This is an optimization exercise on Yosys and OpenROAD, whose aim is small area and a short achievable clock period, not a production implementation.
The RTL was checked by simulation tests, not by an equivalence proof against the original design.
Power and IR drop assume default switching activity.

build 15:
==> flow/design.v <==
`timescale 1ns / 1ps
module FunctionalUnit(FS, A, An, B, nbx, zero_flag, out);
	input [2:0] FS;
	input [15:0] A, An, B;	 
	input [15:0] nbx;	 
	output zero_flag;
	output [15:0] out;
	wire inv = ~FS[2] & ~FS[1] & FS[0];
	reg ksum, kl, kr, kL, kg, kp, kna;
	always @(*) begin
		{ksum, kl, kr, kL, kg, kp, kna} = 7'b0;
		case (FS)
			3'b000: {ksum, kg, kp} = 3'b111;
			3'b001: ksum = 1'b1;
			3'b010: {kL, kg} = 2'b11;
			3'b011: {kL, kg, kp} = 3'b111;
			3'b100: {kL, kp} = 2'b11;
			3'b101: {kL, kna} = 2'b11;
			3'b110: {kl, kg} = 2'b11;
			default: {kr, kg, kp} = 3'b111;
		endcase
	end
	wire [15:0] g, p, t, L, c;
	wire [17:0] Ae = {A[15], A, 1'b0};
	genvar i;
	generate
		for (i = 0; i < 16; i = i + 1) begin: sl
			nor2g gg(.a(An[i]), .b(nbx[i]), .y(g[i]));
			gen_p gp(.a(A[i]), .nb(nbx[i]), .p(p[i]));
			nand2g gt(.a(An[i]), .b(nbx[i]), .y(t[i]));
			alu_out fo(.ksum(ksum), .kL(kL), .kl(kl), .kr(kr), .kg(kg), .kp(kp), .kna(kna),
				.a(A[i]), .g(g[i]), .p(p[i]), .c(c[i]),
				.al(Ae[i]), .ar(Ae[i+2]), .L(L[i]), .f(out[i]));
		end
	endgenerate
	prefix_carry PC(.g(g), .p(t), .cin(inv), .c(c));
	assign zero_flag = inv ? ((&p) & (|B)) : ~|L;
endmodule
module prefix_carry(input [15:0] g, input [15:0] p, input cin, output [15:0] c);
	wire [15:0] G0, P0, G1, P1, G2, P2, G3, P3;
	genvar i;
	generate
		for (i = 0; i < 16; i = i + 1) begin: lv
			if (i == 0) begin: b0
				assign G0[i] = g[0] | (p[0] & cin);
				assign P0[i] = 1'b0;
			end else begin: bn
				assign G0[i] = g[i];
				assign P0[i] = p[i];
			end
			if (i[0]) begin: l1
				assign G1[i] = G0[i] | (P0[i] & G0[i-1]);
				assign P1[i] = P0[i] & P0[i-1];
			end else begin: l1n
				assign G1[i] = G0[i];
				assign P1[i] = P0[i];
			end
			if (i[1]) begin: l2
				assign G2[i] = G1[i] | (P1[i] & G1[(i & ~1) - 1]);
				assign P2[i] = P1[i] & P1[(i & ~1) - 1];
			end else begin: l2n
				assign G2[i] = G1[i];
				assign P2[i] = P1[i];
			end
			if (i[2]) begin: l3
				assign G3[i] = G2[i] | (P2[i] & G2[(i & ~3) - 1]);
				assign P3[i] = P2[i] & P2[(i & ~3) - 1];
			end else begin: l3n
				assign G3[i] = G2[i];
				assign P3[i] = P2[i];
			end
		end
		assign c[0] = cin;
		for (i = 1; i < 16; i = i + 1) begin: co
			if (i - 1 >= 8)
				assign c[i] = G3[i-1] | (P3[i-1] & G3[7]);
			else
				assign c[i] = G3[i-1];
		end
	endgenerate
endmodule
module gen_p(input a, input nb, output p);
	assign p = ~(a ^ nb);
endmodule
module alu_out(input ksum, input kL, input kl, input kr, input kg, input kp, input kna,
	input a, input g, input p, input c, input al, input ar, output L, output f);
	assign L = (g & kg) | (p & kp) | (~a & kna);
	assign f = ((p ^ c) & ksum) | (L & kL) | (al & kl) | (ar & kr);
endmodule
`timescale 1ns / 1ps
module hold_mux(input we, input hold, input d, input q, output y);
	assign y = (we & d) | (hold & q);
endmodule
module aoi222(input a0, input a1, input b0, input b1, input c0, input c1, output y);
	assign y = ~((a0 & a1) | (b0 & b1) | (c0 & c1));
endmodule
module nand2g(input a, input b, output y);
	assign y = ~(a & b);
endmodule
module nand3g(input a, input b, input c, output y);
	assign y = ~(a & b & c);
endmodule
module nand4g(input a, input b, input c, input d, output y);
	assign y = ~(a & b & c & d);
endmodule
module a221og(input a0, input a1, input b0, input b1, input c, output y);
	assign y = (a0 & a1) | (b0 & b1) | c;
endmodule
module and2g(input a, input b, output y);
	assign y = a & b;
endmodule
module or2g(input a, input b, output y);
	assign y = a | b;
endmodule
module nor2g(input a, input b, output y);
	assign y = ~(a | b);
endmodule
module rd_mux16(input [15:0] d, input [15:0] s, output y, output yn);
	wire [5:0] t;
	wire n0, n1;
	aoi222 g0(d[0], s[0], d[1], s[1], d[2], s[2], t[0]);
	aoi222 g1(d[3], s[3], d[4], s[4], d[5], s[5], t[1]);
	aoi222 g2(d[6], s[6], d[7], s[7], d[8], s[8], t[2]);
	aoi222 g3(d[9], s[9], d[10], s[10], d[11], s[11], t[3]);
	aoi222 g4(d[12], s[12], d[13], s[13], d[14], s[14], t[4]);
	nand2g g5(d[15], s[15], t[5]);
	nand3g c0(t[0], t[1], t[2], n0);
	nand3g c1(t[3], t[4], t[5], n1);
	or2g c2(n0, n1, y);
	nor2g c3(n0, n1, yn);
endmodule
module rd_mux16c(input [15:0] d, input [15:0] s, input nmb, input mc, output y);
	wire [5:0] t;
	wire n0, n1;
	aoi222 g0(d[0], s[0], d[1], s[1], d[2], s[2], t[0]);
	aoi222 g1(d[3], s[3], d[4], s[4], d[5], s[5], t[1]);
	aoi222 g2(d[6], s[6], d[7], s[7], d[8], s[8], t[2]);
	aoi222 g3(d[9], s[9], d[10], s[10], d[11], s[11], t[3]);
	aoi222 g4(d[12], s[12], d[13], s[13], d[14], s[14], t[4]);
	nand2g g5(d[15], s[15], t[5]);
	nand3g c0(t[0], t[1], t[2], n0);
	nand3g c1(t[3], t[4], t[5], n1);
	a221og c2(nmb, n0, nmb, n1, mc, y);
endmodule
module nand2bg(input an, input b, output y);
	assign y = ~(~an & b);
endmodule
module or3g(input a, input b, input c, output y);
	assign y = a | b | c;
endmodule
module or3bg(input a, input b, input cn, output y);
	assign y = a | b | ~cn;
endmodule
module nand3bg(input an, input b, input c, output y);
	assign y = ~(~an & b & c);
endmodule
module predec2(input [1:0] a, output [3:0] yn);
	or2g p0(a[1], a[0], yn[0]);
	nand2bg p1(a[1], a[0], yn[1]);
	nand2bg p2(a[0], a[1], yn[2]);
	nand2g p3(a[1], a[0], yn[3]);
endmodule
module predec2off(input [1:0] a, input off, output [3:0] yn);
	or3g p0(a[1], a[0], off, yn[0]);
	or3bg p1(a[1], off, a[0], yn[1]);
	or3bg p2(a[0], off, a[1], yn[2]);
	nand3bg p3(off, a[1], a[0], yn[3]);
endmodule
module dec4(input [3:0] a, output [15:0] y);
	wire [3:0] lo, hi;
	predec2 pl(a[1:0], lo);
	predec2 ph(a[3:2], hi);
	genvar k;
	generate
		for (k = 0; k < 16; k = k + 1) begin: o
			nor2g g(lo[k % 4], hi[k / 4], y[k]);
		end
	endgenerate
endmodule
module dec4off(input [3:0] a, input off, output [15:0] y);
	wire [3:0] lo, hi;
	predec2 pl(a[1:0], lo);
	predec2off ph(a[3:2], off, hi);
	genvar k;
	generate
		for (k = 0; k < 16; k = k + 1) begin: o
			nor2g g(lo[k % 4], hi[k / 4], y[k]);
		end
	endgenerate
endmodule
`timescale 1ns / 1ps
module datapath(
	input clk,
	input clr,
	input RW,
	input [3:0] DA,
	input [3:0] AA,
	input [3:0] BA,
	input MB,
	input [2:0] FS,
	input MD,
	input [15:0] const_in,
	input [15:0] data_in,
	output [15:0] addr_out,
	output [15:0] data_out,
	output [15:0] f_out,
	output zero_flag
	);
	wire [15:0] F;
	wire [15:0] Dw;
	wire nMD = ~MD;
	wire [15:0] dec = 16'd1 << DA;
	wire [15:0] selA0, selA1, selB0, selB1;
	dec4 da0(.a(AA), .y(selA0));
	dec4 da1(.a(AA), .y(selA1));
	dec4 db0(.a(BA), .y(selB0));
	dec4 db1(.a(BA), .y(selB1));
	wire nMB = ~MB;
	wire [15:0] mc;
	wire [15:0] A, An, B;
	wire [15:0] rd [0:15];
	genvar i, j;
	generate
		for (i = 0; i < 16; i = i + 1) begin: regs
			reg [15:0] q;
			wire [15:0] nq;
			wire we = ~clr & RW & dec[i];
			wire hold = ~clr & ~(RW & dec[i]);
			for (j = 0; j < 16; j = j + 1) begin: bits
				hold_mux m(.we(we), .hold(hold), .d(Dw[j]), .q(q[j]), .y(nq[j]));
				assign rd[j][i] = q[j];
			end
			always @(posedge clk)
				q <= nq;
		end
		for (j = 0; j < 16; j = j + 1) begin: wdata
			hold_mux m(.we(MD), .hold(nMD), .d(data_in[j]), .q(F[j]), .y(Dw[j]));
		end
		for (j = 0; j < 16; j = j + 1) begin: rports
			rd_mux16 ma(.d(rd[j]), .s(j < 8 ? selA0 : selA1), .y(A[j]), .yn(An[j]));
			and2g gm(.a(MB), .b(const_in[j]), .y(mc[j]));
			rd_mux16c mb(.d(rd[j]), .s(j < 8 ? selB0 : selB1), .nmb(nMB), .mc(mc[j]), .y(B[j]));
		end
	endgenerate
	wire inv = ~FS[2] & ~FS[1] & FS[0];
	wire [15:0] nbx;
	generate
		for (j = 0; j < 16; j = j + 1) begin: opb
			gen_p g(.a(B[j]), .nb(inv), .p(nbx[j]));
		end
	endgenerate
	wire z;
	FunctionalUnit FU(.FS(FS), .A(A), .An(An), .B(B), .nbx(nbx), .zero_flag(z), .out(F));
	assign addr_out = A;
	assign data_out = B;
	assign f_out = F;
	assign zero_flag = z;
endmodule
==> flow/config.mk <==
export PLATFORM = sky130hd
export DESIGN_NAME = datapath
export DESIGN_NICKNAME = datapath
export VERILOG_FILES = /design/flow/design.v
export SDC_FILE = /design/flow/constraint.sdc
export NUM_CORES = 4
export LEC_CHECK = 0
export CAP_MARGIN = 20
export CORE_MARGIN = 2
export CORE_UTILIZATION = 55
export SLEW_MARGIN = 20
export SYNTH_HIERARCHICAL = 1
==> flow/constraint.sdc <==
create_clock -name core_clock -period 17.0 [get_ports {clk}]
set_input_delay 3.4000 -clock core_clock [delete_from_list [all_inputs] [get_ports {clk}]]
set_output_delay 3.4000 -clock core_clock [all_outputs]
set_load 0.01 [all_outputs]
standard.sh (not shown) runs the stock make flow with config.mk's settings and CLKGATE_MAP_FILE= SYNTH_SCRIPT=/design/flow/synth_recipe.tcl, a recipe that flattens the netlist after the stock synthesis.
==> flow/flow/run.sh <==
#!/bin/bash
# Standard layout, with plain buffers (not delay cells) on the ports and a
# smaller clock tree without dummy loads.
set -euo pipefail
export BUFFER_PORTS_ARGS="-buffer_cell sky130_fd_sc_hd__buf_1"
export CTS_ARGS="-sink_clustering_enable -repair_clock_nets -dont_use_dummy_load -buf_list {sky130_fd_sc_hd__clkbuf_8} -sink_clustering_size 14 -sink_clustering_max_diameter 80"
export SETUP_SLACK_MARGIN=6.8
export SETUP_MOVE_SEQUENCE=sizeup,swap
bash standard.sh > standard_flow.log 2>&1
#### Input delta (build 97 over build 15)
Settings: swapping 20 for 5 in CAP_MARGIN; swapping 20 for 5 in SLEW_MARGIN.
--- a/flow/flow/run.sh
+++ b/flow/flow/run.sh
@@ -5,5 +5,5 @@
 export BUFFER_PORTS_ARGS="-buffer_cell sky130_fd_sc_hd__buf_1"
 export CTS_ARGS="-sink_clustering_enable -repair_clock_nets -dont_use_dummy_load -buf_list {sky130_fd_sc_hd__clkbuf_8} -sink_clustering_size 14 -sink_clustering_max_diameter 80"
-export SETUP_SLACK_MARGIN=6.8
+export SETUP_SLACK_MARGIN=7.0
 export SETUP_MOVE_SEQUENCE=sizeup,swap
 bash standard.sh > standard_flow.log 2>&1
[summary]
Build 15 and build 97 ended up with roughly the same layout overhead on the synthesized area. Changes observed in build 97 relative to build 15: source-to-sink clock delay at the later pin of the worst-skew pair about even, minimum setup slack in the final design picked up an extra 0.047 ns, combinational fraction of design power neither gained nor lost much, clock network contribution to total cell area now sits at about the same level. For power after layout, build 15 and build 97 come out practically identical. Looking at build 97 and build 15, the area of all placed cells without fillers is a wash.
## Diff of input files: build 85 against build 97
Settings: SLEW_MARGIN now 20, was 5; CAP_MARGIN now 20, was 5.
--- a/flow/flow/run.sh
+++ b/flow/flow/run.sh
@@ -5,5 +5,5 @@
 export BUFFER_PORTS_ARGS="-buffer_cell sky130_fd_sc_hd__buf_1"
 export CTS_ARGS="-sink_clustering_enable -repair_clock_nets -dont_use_dummy_load -buf_list {sky130_fd_sc_hd__clkbuf_8} -sink_clustering_size 14 -sink_clustering_max_diameter 80"
-export SETUP_SLACK_MARGIN=7.0
+export SETUP_SLACK_MARGIN=7.5
 export SETUP_MOVE_SEQUENCE=sizeup,swap
 bash standard.sh > standard_flow.log 2>&1
Findings:
- In the tables for build 85 and build 97, routed wire length reads higher with build 85.
- For the proportion of power drawn by combinational gates, build 85 came in 0.5 points higher than build 97 did.
- Going from build 97 to build 85, total power of the final layout now larger, total of max-cap violations comparable.
- Pre-CTS worst setup slack in build 85 is 0.10 ns above build 97.
- Build 85 vs build 97, final setup slack of the worst path went up by 0.014 ns.
- Of build 85 and build 97, the higher initial antenna violation count belongs to build 97.
Changes in build 78 relative to build 85:
Settings: a change of CORE_UTILIZATION from 55 to 65.
--- a/flow/flow/run.sh
+++ b/flow/flow/run.sh
@@ -5,5 +5,5 @@
 export BUFFER_PORTS_ARGS="-buffer_cell sky130_fd_sc_hd__buf_1"
 export CTS_ARGS="-sink_clustering_enable -repair_clock_nets -dont_use_dummy_load -buf_list {sky130_fd_sc_hd__clkbuf_8} -sink_clustering_size 14 -sink_clustering_max_diameter 80"
-export SETUP_SLACK_MARGIN=7.5
+export SETUP_SLACK_MARGIN=8.2
 export SETUP_MOVE_SEQUENCE=sizeup,swap
 bash standard.sh > standard_flow.log 2>&1
### Flow results
Final weighted congestion in routability-driven placement was higher in the run labelled build 85.
Against build 85 as the reference, build 78 delivers a higher register clock-pin slew on the reported worst setup and hold paths.
Build 85 vs build 78, start point of the critical path: BA[1] vs BA[2]
From build 85 to build 78 the numbers moved as follows: total power after layout has decreased, area added between synthesis and finish has decreased, final cell count has decreased, via count has increased.
Input changes introduced in build 51 (baseline for comparison: build 78):
==> flow/flow/run.sh <==
#!/bin/bash
# Standard layout, with plain buffers (not delay cells) on the ports and a
# smaller clock tree without dummy loads.
set -euo pipefail
export BUFFER_PORTS_ARGS="-buffer_cell sky130_fd_sc_hd__buf_1"
export CTS_ARGS="-sink_clustering_enable -repair_clock_nets -dont_use_dummy_load -buf_list {sky130_fd_sc_hd__clkbuf_4 sky130_fd_sc_hd__clkbuf_8} -sink_clustering_size 9 -sink_clustering_max_diameter 60"
export SETUP_SLACK_MARGIN=7.5
export SETUP_MOVE_SEQUENCE=sizeup,swap
bash standard.sh > standard_flow.log 2>&1
Findings:
No stage failed in build 51, and the final checks on the layout all came back clean.
Build 51 vs build 78 — violation count after the first detailed-routing iteration climbed by a few percent
Lower maximum VDD drop was reported by build 51, not build 78.
Taking build 78 as the reference, in build 51 worst setup slack +0.052 ns, number of iterations in the first detailed-routing pass went down by 2, portion of total power attributed to sequential cells now sits lower, relative contribution of combinational cells to total power now sits lower.
Edits applied to the flow inputs when going from build 51 to build 55:
==> flow/flow/run.sh <==
#!/bin/bash
# Standard layout, with plain buffers (not delay cells) on the ports and a
# smaller clock tree without dummy loads.
set -euo pipefail
export BUFFER_PORTS_ARGS="-buffer_cell sky130_fd_sc_hd__buf_1"
export CTS_ARGS="-sink_clustering_enable -repair_clock_nets -dont_use_dummy_load -buf_list {sky130_fd_sc_hd__clkbuf_8} -sink_clustering_size 14 -sink_clustering_max_diameter 80"
export SETUP_SLACK_MARGIN=7.5
export SETUP_MOVE_SEQUENCE=sizeup,swap
bash standard.sh > standard_flow.log 2>&1
Notes after the runs:
Comparing build 51 against build 55, there is no change at all in number of multi-input combinational cells. Diff build 55..build 51 | combined flip-flop and latch cell area | unchanged. Total number of H-tree levels, build 51 and build 55: higher on build 51. Sort build 51 and build 55 by clock tree cell share of total cell area, ascending, and build 55 comes first. Number of antenna violations at the first check in global routing (build 55 over build 51): increase, 1. For build 55, the cell at the slowest stage of the critical path was a221o_1, unlike build 51, where it was nor2_1. Summed area of non-filler cells in the final layout of build 55 falls short of that of build 51 slightly. Compared with build 51, build 55 shows global-route usage lower by 0.30 points. Looking at via count of the routed design, build 55 sits 117 lower than build 51 does. Between build 51 and build 55, the difference in average routed wire per standard cell is negligible.

-- separate check: timing with driven ports --
The flow's constraints put no driver on any port. The routed layouts listed below were extracted and timed again, unchanged, in two steps. Step 1: set_driving_cell puts a clkbuf_16 on clk and a buf_2 on each other input, an assumption about the parent block. Step 2 moves the port delays by t, midway between the first and last clock arrival at a register: inputs arrive t later, outputs are due t later. That takes back most of the time a late clock gives input paths. Three values: ideal ports, drivers, drivers and shift; two values: the first two.
run | t (ns) | setup slack, ns | worst data-port slew with drivers (ns)
build 15 | 0.597 | 6.690 / 6.629 / 6.629 | 0.09
build 97 | 0.582 | 6.737 / 6.677 / 6.677 | 0.09
build 85 | 0.580 | 6.751 / 6.683 / 6.683 | 0.09
build 78 | 0.609 | 6.704 / 6.638 / 6.638 | 0.11
build 51 | 0.560 | 6.756 / 6.709 / 6.709 | 0.09
build 55 | 0.599 | 6.784 / 6.710 / 6.710 | 0.10
After both steps setup and hold are still met in every run listed. For build 55, which loses most, drivers alone change the setup slack by -0.074 ns; drivers and shift together by -0.074 ns.
